This is an optimization exercise on Yosys and OpenROAD, whose aim is a short achievable clock period and few clock cycles, not a production implementation. No run shown here included a check of the RTL's function; only the layout flow was run. Power figures rest on the tool's default switching activity, not on a simulated workload.

<file path="flow/run.sh">
#!/bin/bash
# synth_recipe.tcl (not shown) runs the flow's synth.tcl, then flattens the netlist and writes it again
# the make line also repeats each setting of config.mk as NAME=value (left out here)
make -C /OpenROAD-flow-scripts/flow DESIGN_CONFIG=/design/flow/config.mk WORK_HOME=/design/flow/orfs CLKGATE_MAP_FILE= SYNTH_SCRIPT=/design/flow/synth_recipe.tcl finish
</file>
<file path="flow/config.mk">
export PLATFORM = sky130hd
export DESIGN_NAME = bitty_cpu
export DESIGN_NICKNAME = bitty_cpu
export VERILOG_FILES = /design/flow/design.v
export SDC_FILE = /design/flow/constraint.sdc
export NUM_CORES = 4
export LEC_CHECK = 0
export ABC_CLOCK_PERIOD_IN_PS = 2000
export CAP_MARGIN = 20
export CORE_MARGIN = 2
export CORE_UTILIZATION = 40
export SETUP_SLACK_MARGIN = 3.5
export SLEW_MARGIN = 20
</file>
<file path="flow/constraint.sdc">
create_clock -name core_clock -period 6.0 [get_ports {clk}]
set_input_delay 1.2000 -clock core_clock [delete_from_list [all_inputs] [get_ports {clk}]]
set_output_delay 1.2000 -clock core_clock [all_outputs]
set_load 0.01 [all_outputs]
</file>
<file path="flow/design.v">
module ALU(
    input  wire [15:0] in_a,
    input  wire [15:0] in_b,
    input  wire [7:0]  sel,
    output wire [15:0] ALU_out,
    output wire        lt
);
wire [15:0] sum, dif;
wire        sum_co, dif_co;
ks_add #(0) add_u(.a(in_a), .b(in_b),  .s(sum), .cout(sum_co));
ks_add #(1) sub_u(.a(in_a), .b(~in_b), .s(dif), .cout(dif_co));
wire        eq  = in_a == in_b;
assign      lt  = ~dif_co;                  
wire [15:0] cmp = {14'd0, lt, ~lt & ~eq};
wire        big = |in_b[15:4];              
wire [15:0] shl = big ? 16'd0 : in_a << in_b[3:0];
wire [15:0] shr = big ? 16'd0 : in_a >> in_b[3:0];
assign ALU_out = ({16{sel[0]}} & sum)
               | ({16{sel[1]}} & dif)
               | ({16{sel[2]}} & (in_a & in_b))
               | ({16{sel[3]}} & (in_a | in_b))
               | ({16{sel[4]}} & (in_a ^ in_b))
               | ({16{sel[5]}} & shl)
               | ({16{sel[6]}} & shr)
               | ({16{sel[7]}} & cmp);
endmodule
module ks_add #(parameter CIN = 0) (
    input  wire [15:0] a,
    input  wire [15:0] b,
    output wire [15:0] s,
    output wire        cout
);
wire [15:0] p = a ^ b;
wire [15:0] t = a | b;
wire [15:0] g = a & b;
wire [15:0] g1, t1, g2, t2, g3, t3, g4, t4;
genvar i;
generate
    for (i = 0; i < 16; i = i + 1) begin : lv
        if (i == 0) begin
            if (CIN) begin
                assign g1[i] = t[0];
            end else begin
                assign g1[i] = g[0];
            end
            assign t1[i] = t[0];
        end else if (i == 1 && CIN) begin
            assign g1[i] = t[1] & (g[1] | a[0] | b[0]);
            assign t1[i] = t[1] & t[0];
        end else begin
            assign g1[i] = t[i] & (g[i] | a[i-1]) & (g[i] | b[i-1]);
            assign t1[i] = t[i] & t[i-1];
        end
        if (i >= 2) begin
            assign g2[i] = g1[i] | (t1[i] & g1[i-2]);
            assign t2[i] = t1[i] & t1[i-2];
        end else begin
            assign g2[i] = g1[i];
            assign t2[i] = t1[i];
        end
        if (i >= 4) begin
            assign g3[i] = g2[i] | (t2[i] & g2[i-4]);
            assign t3[i] = t2[i] & t2[i-4];
        end else begin
            assign g3[i] = g2[i];
            assign t3[i] = t2[i];
        end
        if (i >= 8) begin
            assign g4[i] = g3[i] | (t3[i] & g3[i-8]);
            assign t4[i] = t3[i] & t3[i-8];
        end else begin
            assign g4[i] = g3[i];
            assign t4[i] = t3[i];
        end
    end
endgenerate
assign s    = p ^ {g4[14:0], CIN[0]};
assign cout = g4[15];
endmodule
module ALU_flags(
    input  wire [15:0] in_a,
    input  wire [15:0] in_b,
    input  wire [7:0]  sel,
    input  wire        lt,         
    output wire [2:0]  flags       
);
wire [15:0] a = in_a, b = in_b;
wire [15:0] x  = a ^ b;
wire [15:0] o  = a | b;
wire [15:0] n  = a & b;
wire        add0 = (x[0] == 1'b0) & (x[15:1] == o[14:0]);
wire        add1 = (x[0] == 1'b1) & (x[1] == n[0]) & (x[15:2] == o[14:1]);
wire        add2 = (x[0] == 1'b0) & (x[1] == ~o[0]) & (x[2] == n[1]) & (x[15:3] == o[14:2]);
wire        eq   = x == 16'd0;
wire [15:0] ban  = b & ~a;
wire        sub1 = (x[0] == 1'b1) & (x[1] == (b[0] | ~a[0])) & (x[15:2] == ban[14:1]);
wire        sub2 = (x[0] == 1'b0) & (x[1] == 1'b1) & (x[2] == (b[1] | ~a[1])) & (x[15:3] == ban[14:2]);
function [2:0] k3(input [15:0] v);
    k3 = {v[15:2] == 14'd0} ? {v[1] & ~v[0], ~v[1] & v[0], ~v[1] & ~v[0]} : 3'b000;
endfunction
wire [2:0] fand = k3(n);
wire [2:0] forr = k3(o);
wire [2:0] fxor = k3(x);
wire        big = |b[15:4];
wire [3:0]  s   = b[3:0];
wire [15:0] mr  = 16'hffff >> s;           
wire [15:0] ml  = 16'hffff << s;           
wire [15:0] ml1 = {ml[14:0], 1'b0};        
wire [15:0] ml2 = {ml[13:0], 2'b00};       
wire        a_s  = a[s];
wire        a_s1 = (s == 4'd15) ? 1'b0 : a[s + 4'd1];
wire        shl0 = big | ((a & mr) == 16'd0);
wire        shl1 = ~big & (s == 4'd0) & (a == 16'd1);
wire        shl2 = ~big & (((s == 4'd0) & (a == 16'd2)) | ((s == 4'd1) & (a[14:0] == 15'd1)));
wire        shr0 = big | ((a & ml) == 16'd0);
wire        shr1 = ~big & a_s & ((a & ml1) == 16'd0);
wire        shr2 = ~big & a_s1 & ~a_s & ((a & ml2) == 16'd0);
wire [2:0] fadd = {add2, add1, add0};
wire [2:0] fsub = {sub2, sub1, eq};
wire [2:0] fshl = {shl2, shl1, shl0};
wire [2:0] fshr = {shr2, shr1, shr0};
wire [2:0] fcmp = {lt, ~lt & ~eq, eq};
assign flags = ({3{sel[0]}} & fadd)
             | ({3{sel[1]}} & fsub)
             | ({3{sel[2]}} & fand)
             | ({3{sel[3]}} & forr)
             | ({3{sel[4]}} & fxor)
             | ({3{sel[5]}} & fshl)
             | ({3{sel[6]}} & fshr)
             | ({3{sel[7]}} & fcmp);
endmodule
module bitty_cpu(
    input clk,
    input rst,
    output [7:0] imem_addr,
    input [15:0] imem_rdata,
    output [15:0] dmem_addr,
    output [15:0] dmem_wdata,
    output dmem_we,
    input [15:0] dmem_rdata,
    output reg halted
    );
reg [15:0] r [0:7];
reg [2:0]  cf;           
reg [7:0]  fa;           
reg        arr_ok;       
reg        in_reset;     
reg [7:0]  d_pc;         
reg        d_pred;       
reg        replay;       
reg [15:0] ibuf;
reg [7:0]  ibuf_pc;
reg        ibuf_pred;
reg        e_alu, e_ld, e_st;    
reg [7:0]  e_sel;
reg [2:0]  e_rx;
reg [15:0] e_a, e_b;
reg        w_alu, w_ld;          
reg [2:0]  w_rx;
reg [15:0] w_val;
localparam NB = 4;
reg        b_v   [0:NB-1];
reg [7:0]  b_pc  [0:NB-1];
reg [7:0]  b_tgt [0:NB-1];
reg [1:0]  b_rr;
reg        u_ins, u_inv;         
reg [7:0]  u_pc, u_tgt;
assign imem_addr  = fa;
assign dmem_addr  = e_b;
assign dmem_wdata = e_a;
assign dmem_we    = e_st;
wire [15:0] alu_out;
wire        alu_lt;
wire [2:0]  alu_fl;
ALU alu(.in_a(e_a), .in_b(e_b), .sel(e_sel), .ALU_out(alu_out), .lt(alu_lt));
ALU_flags alu_flags(.in_a(e_a), .in_b(e_b), .sel(e_sel), .lt(alu_lt), .flags(alu_fl));
wire        w_wr   = w_alu | w_ld;
wire [15:0] w_data = w_ld ? dmem_rdata : w_val;
reg       p_hit;
reg [7:0] p_tgt;
integer j;
always @(*) begin
    p_hit = 1'b0;
    p_tgt = 8'd0;
    for (j = 0; j < NB; j = j + 1)
        if (b_v[j] & b_pc[j] == fa) begin
            p_hit = 1'b1;
            p_tgt = p_tgt | b_tgt[j];
        end
end
wire [15:0] ins      = replay ? ibuf : imem_rdata;
wire [7:0]  ins_pc   = replay ? ibuf_pc : d_pc;
wire        ins_pred = replay ? ibuf_pred : d_pred;
wire        dv       = (replay | arr_ok) & ~halted;
wire [1:0] fmt    = ins[1:0];
wire [2:0] rx     = ins[15:13];
wire [2:0] ry     = ins[12:10];
wire [2:0] op     = ins[4:2];
wire [1:0] cond   = ins[3:2];
wire       d_alu  = ~fmt[1];
wire       d_ld   = fmt == 2'b11 & ~ins[2];
wire       d_st   = fmt == 2'b11 &  ins[2];
wire       d_br   = fmt == 2'b10 & cond != 2'b11;
wire       d_halt = fmt == 2'b10 & cond == 2'b11;
wire [1:0] ifmt = imem_rdata[1:0];
wire i_use_rx = ~ifmt[1] | ifmt == 2'b11 & imem_rdata[2];
wire i_use_ry = ifmt == 2'b00 | ifmt == 2'b11;
wire i_br     = ifmt == 2'b10 & imem_rdata[3:2] != 2'b11;
wire stall  = ~replay & arr_ok & ~halted & e_ld &
              ((i_use_rx & imem_rdata[15:13] == e_rx) |
               (i_use_ry & imem_rdata[12:10] == e_rx) | i_br);
wire [15:0] ra = (e_alu & e_rx == rx) ? alu_out :
                 (w_wr  & w_rx == rx) ? w_data : r[rx];
wire [15:0] rb = (e_alu & e_rx == ry) ? alu_out :
                 (w_wr  & w_rx == ry) ? w_data : r[ry];
wire [2:0]  ld_fl = {dmem_rdata == 16'd2, dmem_rdata == 16'd1, dmem_rdata == 16'd0};
wire [2:0]  fl    = e_alu ? alu_fl : w_ld ? ld_fl : cf;
wire        act  = d_br & ((cond == 2'b00 & fl[0]) |
                           (cond == 2'b01 & fl[1]) |
                           (cond == 2'b10 & fl[2]));
wire        go   = dv & ~stall;              
wire        miss = go & (act != ins_pred);   
wire [7:0]  fix  = act ? ins[11:4] : ins_pc + 8'd1;
integer i;
always @(posedge clk) begin
    if (rst) begin
        for (i = 0; i < 8; i = i + 1) r[i] <= 16'd0;
        for (i = 0; i < NB; i = i + 1) b_v[i] <= 1'b0;
        cf       <= 3'b001;
        u_ins    <= 1'b0;
        u_inv    <= 1'b0;
        b_rr     <= 2'd0;
        arr_ok   <= in_reset & fa == 8'd0;
        fa       <= (in_reset & fa == 8'd0) ? 8'd1 : 8'd0;
        d_pc     <= 8'd0;
        d_pred   <= 1'b0;
        in_reset <= 1'b1;
        replay   <= 1'b0;
        e_alu    <= 1'b0;
        e_ld     <= 1'b0;
        e_st     <= 1'b0;
        w_alu    <= 1'b0;
        w_ld     <= 1'b0;
        halted   <= 1'b0;
    end else begin
        in_reset <= 1'b0;
        for (i = 0; i < 8; i = i + 1)
            if (w_wr & w_rx == i)
                r[i] <= w_data;
        cf <= fl;
        w_alu <= e_alu;
        w_ld  <= e_ld;
        u_ins <= go & act & ~ins_pred;
        u_inv <= go & ins_pred & ~act;
        if (u_ins) begin
            b_v[b_rr]   <= 1'b1;
            b_pc[b_rr]  <= u_pc;
            b_tgt[b_rr] <= u_tgt;
            b_rr        <= b_rr + 2'd1;
        end
        if (u_inv)
            for (i = 0; i < NB; i = i + 1)
                if (b_pc[i] == u_pc)
                    b_v[i] <= 1'b0;
        d_pc   <= fa;
        d_pred <= p_hit;
        if (miss) begin
            fa     <= fix;
            arr_ok <= 1'b0;
            replay <= 1'b0;
        end else if (stall) begin
            fa     <= fa;
            arr_ok <= 1'b0;
            replay <= 1'b1;
        end else begin
            fa     <= p_hit ? p_tgt : fa + 8'd1;
            arr_ok <= 1'b1;
            replay <= 1'b0;
        end
        if (dv & d_halt)
            halted <= 1'b1;
        e_alu   <= go & d_alu;
        e_ld    <= go & d_ld;
        e_st    <= go & d_st;
    end
end
always @(posedge clk) begin
    ibuf      <= ins;
    ibuf_pc   <= ins_pc;
    ibuf_pred <= ins_pred;
    u_pc      <= ins_pc;
    u_tgt     <= ins[11:4];
    w_rx  <= e_rx;
    w_val <= alu_out;
    e_sel <= 8'd1 << op;
    e_rx  <= rx;
    e_a   <= ra;
    e_b   <= (fmt == 2'b01) ? {8'd0, ins[12:5]} : rb;
end
endmodule
</file>
==> impl_metrics.env, run 1 <==
export IMPL_run_status="timing/DRC/antenna clean"
export IMPL_synth_seq_cells=313
export IMPL_grt_antenna_before_repair=2
export IMPL_cts_sink_count=313
export IMPL_clk_latency_ps=540
export IMPL_timing_reg2reg_setup_slack_ps=2330
export IMPL_holdCritPathClass="register to register"
export IMPL_seq_power_share=0.355
export IMPL_synthesis_area_per_instance_sq_um=8.25
export IMPL_critical_path_cell_chain="clkinvlp_4, ha_2, xnor2_1, nand4_1, nor4_4, a221oi_2, o21a_1, o211a_1, a2bb2oi_4, a21bo_4, mux2_4, a221oi_2"
export IMPL_clock_power_share=0.297
export IMPL_worst_ep_arrival_time_ps=4020
export IMPL_drt_wl_total_um=85300
export IMPL_gpl_final_weighted_congestion=0.965
export IMPL_cts_tree="done"
export IMPL_setup_viol=0
export IMPL_cellInternalPower_w=0.00438
export IMPL_post_drt_wl_per_cell_um=26.4
export IMPL_crit_fanout=8
export IMPL_ctsRootBufferMaster="sky130_fd_sc_hd__clkbuf_16"
export IMPL_floorplan_die_width_um=225
export IMPL_crit_end_element="register"
export IMPL_power_switching_share=0.344
export IMPL_critPathMaxStageDelay_ps=490
export IMPL_fp_dieArea_sq_um=50600
export IMPL_ios=76
export IMPL_area_delta_synth_final_pct=38.2
export IMPL_fmaxAchievable_ghz=0.272
export IMPL_final_period_utilization=0.612
export IMPL_worst_path_most_repeated_cell="sky130_fd_sc_hd__a221oi_2"
export IMPL_preCtsSetupSlack_ps=1570
export IMPL_timing_slew_headroom=0.280
export IMPL_synth_ff_type="sky130_fd_sc_hd__dfxtp_1"
export IMPL_cts_htree_levels=2
export IMPL_detailroute_via_count=20700
export IMPL_power_density_cell_area_nw_per_um2=247
export IMPL_commonest_cells_after_routing_fill_and_taps_aside="sky130_fd_sc_hd__nand2_1, sky130_fd_sc_hd__nor2_1, sky130_fd_sc_hd__dfxtp_1"
export IMPL_clkTransAtPathRegs_ps=70
export IMPL_maximum_count_of_clock_buffers_along_a_single_path=3
export IMPL_yosys_cell_types_count=82
export IMPL_postSynthCellCount=2366
export IMPL_most_common_cell_after_layout_fill_and_taps_aside="sky130_fd_sc_hd__nand2_1"
export IMPL_grt_total_usage=0.325
export IMPL_initial_standard_cell_utilization_of_the_core=0.407
export IMPL_leakage_nw=9.74
export IMPL_worstMarginPinSlew_ps=1050
export IMPL_final_setup_skew_ps=18.1
export IMPL_drt_pre_antenna_iters=10
export IMPL_combinationalPowerShare=0.348
export IMPL_critical_path_required_ps=6350
export IMPL_timing_final_crit_period_ps=3670
export IMPL_worst_setup_path_start_kind="register"
export IMPL_async_flop_share=0
export IMPL_yosysSeqAreaShare=0.358
export IMPL_finalWorstSetupSlack_ps=2330
export IMPL_die_h_um=225
export IMPL_core_area_sq_um=47900
export IMPL_detailedPlacementHpwl_um=50600
export IMPL_numCtsBuffers=34
export IMPL_worst_ir_drop_vdd_mv=0.155
export IMPL_number_of_nets_produced_by_synthesis=2478
export IMPL_core_rowCount=80
export IMPL_grt_first_pass_wirelength_um=125000
export IMPL_synth_warning_count=3
export IMPL_worst_path_dominant_cell_family="compound AO/OA/AOI/OAI gates"
export IMPL_vias_in_the_first_global_route=19100
export IMPL_grt_start_max_net_pins=76
export IMPL_drt_iter0_drc=2611
export IMPL_max_cap_violations=0
export IMPL_final_antenna_net_count=0
export IMPL_finalHoldViolCount=0
export IMPL_slowest_stage="sky130_fd_sc_hd__nor4_4"
export IMPL_synth_edff_count=72
export IMPL_drt_vias_per_instance=6.39
export IMPL_globalRoute_totalOverflow=0
export IMPL_final_max_slew_violation_count=0
export IMPL_num_nets_final=2711
export IMPL_power_switching_w=0.00229
export IMPL_drt_drc_violations_left=0
export IMPL_layout_drive_gt1_share=0.279
export IMPL_total_power_w=0.00667
export IMPL_cp_buffers_inverters=1
export IMPL_synth_cell_area_sq_um=19500
export IMPL_crit_type="register to register"
export IMPL_place_port_buffers=75
export IMPL_rsz_0062_raised_after_global_routing="yes"
export IMPL_timing_setup_tns_ps=0
[synthesized netlist by cell type (all sizes together) (44+ instances only)]
| cell | n | area share |
|---|---|---|
| mux2i | 73 | 0.037 |
| dfxtp | 241 | 0.25 |
| a21oi | 116 | 0.030 |
| clkbuf | 169 | 0.032 |
| nand3 | 61 | 0.016 |
| nor2 | 245 | 0.047 |
| edfxtp | 72 | 0.11 |
| xor2 | 48 | 0.022 |
| inv | 81 | 0.016 |
| nand2 | 299 | 0.058 |
| a211oi | 157 | 0.061 |
| a311oi | 44 | 0.020 |
| o21ai | 109 | 0.028 |
| ha | 78 | 0.050 |
| xnor2 | 96 | 0.043 |
[kinds of logic (layout without fill, tap and decap cells)]
logic type	Yosys count	after routing	share of synthesized area
compound gates	641	641	0.228
xor+xnor	144	144	0.0646
fa+ha+maj	78	78	0.0500
buf+inv	278	529	0.0542
flops	313	313	0.358
mux	98	98	0.0580
other cells	0	1	0
simple gates	814	817	0.188
[power by group through the flow]
stage / logic [W] / clock network, W / registers (W)
2_1_floorplan: 0.00107 / 0 / 0.00236
3_3_place_gp: 0.00145 / 0 / 0.00249
3_5_place_dp: 0.00145 / 0 / 0.00249
4_1_cts: 0.00207 / 0.00200 / 0.00236
5_1_grt: 0.00241 / 0.00208 / 0.00237
6_report: 0.00233 / 0.00198 / 0.00237
[flip-flops by register name, indices dropped and copies added (netlist names), 4 cells and up]
signal,count
w_val,16
e_sel,8
b_v,4
u_tgt,7
e_b,16
b_pc,32
b_tgt,32
d_pc,8
e_a,16
u_pc,8
r,128
fa,8
ibuf,7
[worst min-delay path, cell delays in order (launching register included)]
cell	delay, ps
sky130_fd_sc_hd__dfxtp_1	310
sky130_fd_sc_hd__nand2_1	60
sky130_fd_sc_hd__o21ai_0	60
[path summary, 6_finish.rpt]
check | startpoint | to | cells past startpoint
max reg2reg | e_a[12] | fa[2] | 12
min | b_v[0] | b_v[0] | 2
min reg2reg | b_v[0] | b_v[0] | 2
max | e_a[12] | fa[2] | 12
[layout make-up]
cell class | instances | area, sq um
timing repair inverter | 5 | 43.8
clock inverter | 10 | 60.1
sequential | 313 | 7100
fill | 4195 | 21000
antenna | 1 | 2.50
multi-input combinational | 1778 | 13400
clock buffer | 47 | 951
timing repair buffer | 383 | 4250
inverter | 84 | 439
tap | 615 | 769
[metal layers]
metal | share of wire | wire (um) | vias up | GRT usage
met2 | 0.43 | 36800 | 1404 | 0.496
met4 | 0.047 | 4000 | 4 | 0.121
met1 | 0.41 | 34900 | 9936 | 0.449
li1 | - | - | 9035 | -
met5 | 0.00021 | 18 | - | 0
met3 | 0.11 | 9570 | 310 | 0.0726
[stage by stage]
step / cell area [sq um] / utilization / cells / hold WS, ps
global placement: 21200 / 0.441 / 2900 / 463
finish: 27000 / 0.563 / 3236 / 475
detailed placement: 21200 / 0.442 / 2900 / 466
CTS: 25900 / 0.541 / 3176 / 476
floorplan: 20500 / - / 2366 / 437
global route: 27000 / 0.563 / 3235 / 495
[repair_timing]
item | in CTS | in global routing
gates cloned | 20 | 2
endpoints found under the setup margin | 195 | 230
hold buffers | 0 | 0
setup buffers | 199 | 57
pin swaps | 89 | 71
resized for setup | 525 | 139
==> inputs of run 2 (changes only) <==
--- a/flow/design.v
+++ b/flow/design.v
@@ -8,6 +8,6 @@
 wire [15:0] sum, dif;
 wire        sum_co, dif_co;
-ks_add #(0) add_u(.a(in_a), .b(in_b),  .s(sum), .cout(sum_co));
-ks_add #(1) sub_u(.a(in_a), .b(~in_b), .s(dif), .cout(dif_co));
+ks_add add_u(.a(in_a), .b(in_b),  .cin(1'b0), .s(sum), .cout(sum_co));
+ks_add sub_u(.a(in_a), .b(~in_b), .cin(1'b1), .s(dif), .cout(dif_co));
 wire        eq  = in_a == in_b;
 assign      lt  = ~dif_co;                  
@@ -25,55 +25,49 @@
                | ({16{sel[7]}} & cmp);
 endmodule
-module ks_add #(parameter CIN = 0) (
+module ks_add(
     input  wire [15:0] a,
     input  wire [15:0] b,
+    input  wire        cin,
     output wire [15:0] s,
     output wire        cout
 );
 wire [15:0] p = a ^ b;
-wire [15:0] t = a | b;
-wire [15:0] g = a & b;
-wire [15:0] g1, t1, g2, t2, g3, t3, g4, t4;
+wire [15:0] g0 = (a & b) | {15'd0, p[0] & cin};
+wire [15:0] p0 = p;
+wire [15:0] g1, p1, g2, p2, g3, p3, g4, p4;
 genvar i;
 generate
     for (i = 0; i < 16; i = i + 1) begin : lv
-        if (i == 0) begin
-            if (CIN) begin
-                assign g1[i] = t[0];
-            end else begin
-                assign g1[i] = g[0];
-            end
-            assign t1[i] = t[0];
-        end else if (i == 1 && CIN) begin
-            assign g1[i] = t[1] & (g[1] | a[0] | b[0]);
-            assign t1[i] = t[1] & t[0];
-        end else begin
-            assign g1[i] = t[i] & (g[i] | a[i-1]) & (g[i] | b[i-1]);
-            assign t1[i] = t[i] & t[i-1];
+        if (i >= 1) begin
+            assign g1[i] = g0[i] | (p0[i] & g0[i-1]);
+            assign p1[i] = p0[i] & p0[i-1];
+        end else begin
+            assign g1[i] = g0[i];
+            assign p1[i] = p0[i];
         end
         if (i >= 2) begin
-            assign g2[i] = g1[i] | (t1[i] & g1[i-2]);
-            assign t2[i] = t1[i] & t1[i-2];
+            assign g2[i] = g1[i] | (p1[i] & g1[i-2]);
+            assign p2[i] = p1[i] & p1[i-2];
         end else begin
             assign g2[i] = g1[i];
-            assign t2[i] = t1[i];
+            assign p2[i] = p1[i];
         end
         if (i >= 4) begin
-            assign g3[i] = g2[i] | (t2[i] & g2[i-4]);
-            assign t3[i] = t2[i] & t2[i-4];
+            assign g3[i] = g2[i] | (p2[i] & g2[i-4]);
+            assign p3[i] = p2[i] & p2[i-4];
         end else begin
             assign g3[i] = g2[i];
-            assign t3[i] = t2[i];
+            assign p3[i] = p2[i];
         end
         if (i >= 8) begin
-            assign g4[i] = g3[i] | (t3[i] & g3[i-8]);
-            assign t4[i] = t3[i] & t3[i-8];
+            assign g4[i] = g3[i] | (p3[i] & g3[i-8]);
+            assign p4[i] = p3[i] & p3[i-8];
         end else begin
             assign g4[i] = g3[i];
-            assign t4[i] = t3[i];
+            assign p4[i] = p3[i];
         end
     end
 endgenerate
-assign s    = p ^ {g4[14:0], CIN[0]};
+assign s    = p ^ {g4[14:0], cin};
 assign cout = g4[15];
 endmodule
@@ -142,5 +136,5 @@
     );
 reg [15:0] r [0:7];
-reg [2:0]  cf;           
+reg [15:0] c;
 reg [7:0]  fa;           
 reg        arr_ok;       
@@ -164,6 +158,4 @@
 reg [7:0]  b_tgt [0:NB-1];
 reg [1:0]  b_rr;
-reg        u_ins, u_inv;         
-reg [7:0]  u_pc, u_tgt;
 assign imem_addr  = fa;
 assign dmem_addr  = e_b;
@@ -203,17 +195,15 @@
 wire       d_br   = fmt == 2'b10 & cond != 2'b11;
 wire       d_halt = fmt == 2'b10 & cond == 2'b11;
-wire [1:0] ifmt = imem_rdata[1:0];
-wire i_use_rx = ~ifmt[1] | ifmt == 2'b11 & imem_rdata[2];
-wire i_use_ry = ifmt == 2'b00 | ifmt == 2'b11;
-wire i_br     = ifmt == 2'b10 & imem_rdata[3:2] != 2'b11;
-wire stall  = ~replay & arr_ok & ~halted & e_ld &
-              ((i_use_rx & imem_rdata[15:13] == e_rx) |
-               (i_use_ry & imem_rdata[12:10] == e_rx) | i_br);
+wire use_rx = d_alu | d_st;
+wire use_ry = fmt == 2'b00 | fmt == 2'b11;
+wire stall  = dv & e_ld &
+              ((use_rx & rx == e_rx) | (use_ry & ry == e_rx) | d_br);
 wire [15:0] ra = (e_alu & e_rx == rx) ? alu_out :
                  (w_wr  & w_rx == rx) ? w_data : r[rx];
 wire [15:0] rb = (e_alu & e_rx == ry) ? alu_out :
                  (w_wr  & w_rx == ry) ? w_data : r[ry];
-wire [2:0]  ld_fl = {dmem_rdata == 16'd2, dmem_rdata == 16'd1, dmem_rdata == 16'd0};
-wire [2:0]  fl    = e_alu ? alu_fl : w_ld ? ld_fl : cf;
+wire [15:0] cw   = w_wr ? w_data : c;
+wire [2:0]  cw_fl = {cw == 16'd2, cw == 16'd1, cw == 16'd0};
+wire [2:0]  fl   = e_alu ? alu_fl : cw_fl;
 wire        act  = d_br & ((cond == 2'b00 & fl[0]) |
                            (cond == 2'b01 & fl[1]) |
@@ -227,7 +217,5 @@
         for (i = 0; i < 8; i = i + 1) r[i] <= 16'd0;
         for (i = 0; i < NB; i = i + 1) b_v[i] <= 1'b0;
-        cf       <= 3'b001;
-        u_ins    <= 1'b0;
-        u_inv    <= 1'b0;
+        c        <= 16'd0;
         b_rr     <= 2'd0;
         arr_ok   <= in_reset & fa == 8'd0;
@@ -248,18 +236,19 @@
             if (w_wr & w_rx == i)
                 r[i] <= w_data;
-        cf <= fl;
+        if (w_wr)
+            c <= w_data;
         w_alu <= e_alu;
         w_ld  <= e_ld;
-        u_ins <= go & act & ~ins_pred;
-        u_inv <= go & ins_pred & ~act;
-        if (u_ins) begin
+        w_rx  <= e_rx;
+        w_val <= alu_out;
+        if (go & act & ~ins_pred) begin
             b_v[b_rr]   <= 1'b1;
-            b_pc[b_rr]  <= u_pc;
-            b_tgt[b_rr] <= u_tgt;
+            b_pc[b_rr]  <= ins_pc;
+            b_tgt[b_rr] <= ins[11:4];
             b_rr        <= b_rr + 2'd1;
         end
-        if (u_inv)
+        if (go & ins_pred & ~act)
             for (i = 0; i < NB; i = i + 1)
-                if (b_pc[i] == u_pc)
+                if (b_pc[i] == ins_pc)
                     b_v[i] <= 1'b0;
         d_pc   <= fa;
@@ -278,4 +267,9 @@
             replay <= 1'b0;
         end
+        if (stall) begin
+            ibuf      <= ins;
+            ibuf_pc   <= ins_pc;
+            ibuf_pred <= ins_pred;
+        end
         if (dv & d_halt)
             halted <= 1'b1;
@@ -283,18 +277,9 @@
         e_ld    <= go & d_ld;
         e_st    <= go & d_st;
+        e_sel   <= 8'd1 << op;
+        e_rx    <= rx;
+        e_a     <= ra;
+        e_b     <= (fmt == 2'b01) ? {8'd0, ins[12:5]} : rb;
     end
 end
-always @(posedge clk) begin
-    ibuf      <= ins;
-    ibuf_pc   <= ins_pc;
-    ibuf_pred <= ins_pred;
-    u_pc      <= ins_pc;
-    u_tgt     <= ins[11:4];
-    w_rx  <= e_rx;
-    w_val <= alu_out;
-    e_sel <= 8'd1 << op;
-    e_rx  <= rx;
-    e_a   <= ra;
-    e_b   <= (fmt == 2'b01) ? {8'd0, ins[12:5]} : rb;
-end
-endmodule
+endmodule
==> run 2 against run 1 <==
  * Die area rose by 6.9%
  * Synthesized area rose by 7.0%
  * Sequential power rose by 5%
  * Synthesized cell count rose by 1.6%
  * Combinational power fell by 12%
  * Worst setup slack got worse by 210 ps
  * Clock power rose by 18%
  * Global-route usage fell by 2.1 points
  * Maximum frequency fell by 5.3%
  * First-iteration DRC count fell by 17%
  * Clock-buffer cell count fell by 4
  * Largest cell class unchanged
  * Largest power group unchanged
  * Highest routed layer is now met4
==> impl_metrics.env, run 2 <==
export IMPL_run_status="timing/DRC/antenna clean"
export IMPL_yosys_cell_types_count=91
export IMPL_die_h_um=233
export IMPL_final_setup_skew_ps=25.1
export IMPL_area_delta_synth_final_pct=32.5
export IMPL_commonest_cells_after_routing_fill_and_taps_aside="sky130_fd_sc_hd__nor2_1, sky130_fd_sc_hd__nand2_1, sky130_fd_sc_hd__dfxtp_1"
export IMPL_final_antenna_net_count=0
export IMPL_yosysSeqAreaShare=0.389
export IMPL_layout_drive_gt1_share=0.268
export IMPL_synth_edff_count=159
export IMPL_leakage_nw=9.87
export IMPL_post_drt_wl_per_cell_um=25.3
export IMPL_clk_latency_ps=570
export IMPL_preCtsSetupSlack_ps=1070
export IMPL_n_antenna_cell=0
export IMPL_final_period_utilization=0.647
export IMPL_cts_tree="done"
export IMPL_reg_top3="r x128, b_pc x32, b_tgt x32"
export IMPL_synth_warning_count=3
export IMPL_detailroute_via_count=20500
export IMPL_drt_iter0_drc=2165
export IMPL_detailedPlacementHpwl_um=52600
export IMPL_crit_type="register to register"
export IMPL_synth_seq_cells=327
export IMPL_fmaxAchievable_ghz=0.258
export IMPL_drt_drc_violations_left=0
export IMPL_cts_htree_levels=2
export IMPL_numCtsBuffers=36
export IMPL_crit_fanout=6
export IMPL_worstRegToRegCells=17
export IMPL_drt_vias_per_instance=6.17
export IMPL_place_port_buffers=75
export IMPL_grt_start_max_net_pins=79
export IMPL_post_synth_top_area_cell="sky130_fd_sc_hd__edfxtp_1"
export IMPL_synth_top_area_share=0.228
export IMPL_ios=76
export IMPL_vias_in_the_first_global_route=19600
export IMPL_largest_register="r"
export IMPL_min_delay_start="e_ld"
export IMPL_finalHoldViolCount=0
export IMPL_worstMarginPinSlew_ps=1120
export IMPL_rsz_0062_raised_after_global_routing="yes"
export IMPL_worst_ir_drop_vdd_mv=0.180
export IMPL_globalRoute_totalOverflow=0
export IMPL_synth_common_cells="sky130_fd_sc_hd__nor2_1, sky130_fd_sc_hd__nand2_1, sky130_fd_sc_hd__a211oi_1, sky130_fd_sc_hd__dfxtp_1, sky130_fd_sc_hd__edfxtp_1"
export IMPL_timing_reg2reg_setup_slack_ps=2120
export IMPL_power_density_cell_area_nw_per_um2=248
export IMPL_synth_ff_type="sky130_fd_sc_hd__dfxtp_1"
export IMPL_async_flop_share=0
export IMPL_timing_slew_headroom=0.230
export IMPL_setup_viol=0
export IMPL_final_cells=3324
export IMPL_holdCritPathClass="register to register"
export IMPL_postSynthCellCount=2405
export IMPL_largest_register_ff_count=128
export IMPL_drt_pre_antenna_iters=6
export IMPL_finalWorstSetupSlack_ps=2120
export IMPL_gpl_final_weighted_congestion=0.988
export IMPL_final_max_slew_violation_count=0
export IMPL_num_nets_final=2732
export IMPL_max_cap_violations=0
export IMPL_drt_wl_total_um=84200
export IMPL_cts_sink_count=327
export IMPL_synthesis_area_per_instance_sq_um=8.69
export IMPL_core_rowCount=83
export IMPL_ctsRootBufferMaster="sky130_fd_sc_hd__clkbuf_16"
export IMPL_worst_ep_arrival_time_ps=4340
export IMPL_grt_antenna_before_repair=0
export IMPL_critical_path_required_ps=6460
export IMPL_initial_standard_cell_utilization_of_the_core=0.406
export IMPL_worst_setup_path_start_kind="register"
export IMPL_maximum_count_of_clock_buffers_along_a_single_path=3
export IMPL_layout_core_utilization=0.537
export IMPL_synth_cell_area_sq_um=20900
export IMPL_hold_ws_ps=484
export IMPL_fp_dieArea_sq_um=54100
export IMPL_post_synth_top_count_cell="sky130_fd_sc_hd__nor2_1"
export IMPL_most_common_cell_after_layout_fill_and_taps_aside="sky130_fd_sc_hd__nor2_1"
export IMPL_crit_end_element="register"
export IMPL_grt_total_usage=0.304
export IMPL_floorplan_die_width_um=233
export IMPL_timing_setup_tns_ps=0
export IMPL_place_detailed_instances=3028
export IMPL_hold_path_end="w_ld"
export IMPL_layout_filler_cells=4627
export IMPL_grt_first_pass_wirelength_um=125000
export IMPL_core_area_sq_um=51500
export IMPL_timing_final_crit_period_ps=3880
export IMPL_most_area_consuming_cells_after_synthesis="sky130_fd_sc_hd__edfxtp_1, sky130_fd_sc_hd__dfxtp_1, sky130_fd_sc_hd__a211oi_1"
export IMPL_worstHoldPathCells=1
export IMPL_worstReg2RegEnd="b_v[0]"
export IMPL_clkTransAtPathRegs_ps=60
export IMPL_worstReg2RegStart="e_b[0]"
export IMPL_number_of_nets_produced_by_synthesis=2521
==> run 2: changes by cell type in the layout (fill, tap and decap cells not counted), moves of 18 or more <==
cell / before / now
sky130_fd_sc_hd__buf_4: 184 / 144
sky130_fd_sc_hd__buf_6: 75 / 126
sky130_fd_sc_hd__dfxtp_1: 207 / 165
sky130_fd_sc_hd__dfxtp_4: 30 / 2
sky130_fd_sc_hd__edfxtp_1: 72 / 159
sky130_fd_sc_hd__ha_4: 26 / 8
sky130_fd_sc_hd__nand2_1: 279 / 241
sky130_fd_sc_hd__nor2_1: 235 / 266
sky130_fd_sc_hd__xnor2_1: 82 / 60
sky130_fd_sc_hd__xor2_1: 45 / 65
==> run 2: metal layers <==
layer,share of wire,vias up,track usage,wire [um]
met5,0,-,0,0
met4,0.053,0,0.145,4480
met3,0.091,278,0.0510,7630
met2,0.45,1179,0.483,38200
met1,0.40,9809,0.402,33800
li1,-,9229,-,-
==> run 2: worst max path at each step <==
stage | start | end | slack, ps
3_5_place_dp | dmem_rdata[11] | fa[5] | 1070
3_3_place_gp | dmem_rdata[11] | fa[0] | 1020
6_report | e_b[0] | b_v[0] | 2120
5_1_grt | e_a[0] | b_v[0] | 2040
4_1_cts | e_a[0] | b_v[3] | 2100
2_1_floorplan | e_b[1] | fa[3] | 2150
==> run 2: cells by family (layout without fill, tap and decap cells) <==
kind of cell | Yosys count | after routing | share of synthesized area
and+or+nand+nor | 793 | 797 | 0.171
AOI/OAI and AO/OA | 674 | 674 | 0.221
DFF | 327 | 327 | 0.389
buffers and inverters | 295 | 530 | 0.0551
xor gates and xnor gates | 131 | 131 | 0.0549
muxes | 103 | 103 | 0.0583
adders and majority gates | 82 | 82 | 0.0505
==> run 2: metrics by stage <==
| step | area, sq um | power [W] |
|---|---|---|
| 2_1_floorplan | 21300 | 0.00349 |
| 3_3_place_gp | 22500 | 0.00399 |
| 3_5_place_dp | 22500 | 0.00399 |
| 4_1_cts | 26700 | 0.00667 |
| 5_1_grt | 27700 | 0.00710 |
| 6_report | 27700 | 0.00688 |
==> run 2: area by class of cell <==
type	count	area [sq um]	area share
Multi-Input combinational cell	1787	13200	0.477
Sequential cell	327	8150	0.294
Timing Repair Buffer	361	3780	0.137
Clock buffer	43	947	0.0342
Tap cell	680	851	0.0307
Inverter	100	450	0.0163
Clock inverter	23	272	0.00981
Timing Repair inverter	3	36.3	0.00131
==> run 2: timing repair <==
item,in CTS,in global routing
setup endpoints to repair,328,299
gates cloned,15,1
gates resized for setup,529,184
hold buffers,0,0
pin swaps,65,64
setup buffers,175,38
==> run 2: power by group <==
| part | internal [W] | switching (W) | total, W |
|---|---|---|---|
| sequential | 0.00242 | 0.0000629 | 0.00249 |
| combinational | 0.000850 | 0.00120 | 0.00205 |
| clock | 0.00136 | 0.000980 | 0.00234 |
==> run 2: critical path, cell delays in order, from the launching register on <==
cell and delay, ps:
sky130_fd_sc_hd__edfxtp_1 450, sky130_fd_sc_hd__buf_4 160, sky130_fd_sc_hd__ha_4 140, sky130_fd_sc_hd__inv_2 40, sky130_fd_sc_hd__fa_2 360, sky130_fd_sc_hd__nor2b_4 150
sky130_fd_sc_hd__o311a_4 330, sky130_fd_sc_hd__o21ba_4 220, sky130_fd_sc_hd__a2111oi_4 270, sky130_fd_sc_hd__buf_4 190, sky130_fd_sc_hd__nor2_2 60, sky130_fd_sc_hd__o31ai_4 200
sky130_fd_sc_hd__o311ai_4 130, sky130_fd_sc_hd__buf_6 160, sky130_fd_sc_hd__buf_6 130, sky130_fd_sc_hd__nand2b_4 170, sky130_fd_sc_hd__or3_4 340, sky130_fd_sc_hd__a32o_1 260

[port drivers added, routing unchanged]
The results above use ideal ports. As a check the final layouts listed here were re-extracted and re-timed, cells and wires unchanged. Step 1: set_driving_cell puts a clkbuf_16 on clk and a buf_2 on each other input, an assumption about the parent block. Step 2 also shifts input and output timing later by t, the mid clock arrival at the registers, as if the neighbouring blocks saw the same clock. Slacks: no drivers / after step 1 / after step 2; pairs: no drivers / after step 1.
| run | t (ns) | slack for setup (ns) | hold WS [ns] |
|---|---|---|---|
| run 1 | 0.581 | 2.326 / 2.326 / 1.941 | 0.475 / 0.475 / 0.475 |
| run 2 | 0.619 | 2.119 / 2.119 / 1.689 | 0.484 / 0.484 / 0.484 |
After both steps every run listed still meets setup and hold. For run 2, which loses most, drivers alone change the setup slack by 0.000 ns; drivers and shift together by -0.430 ns.
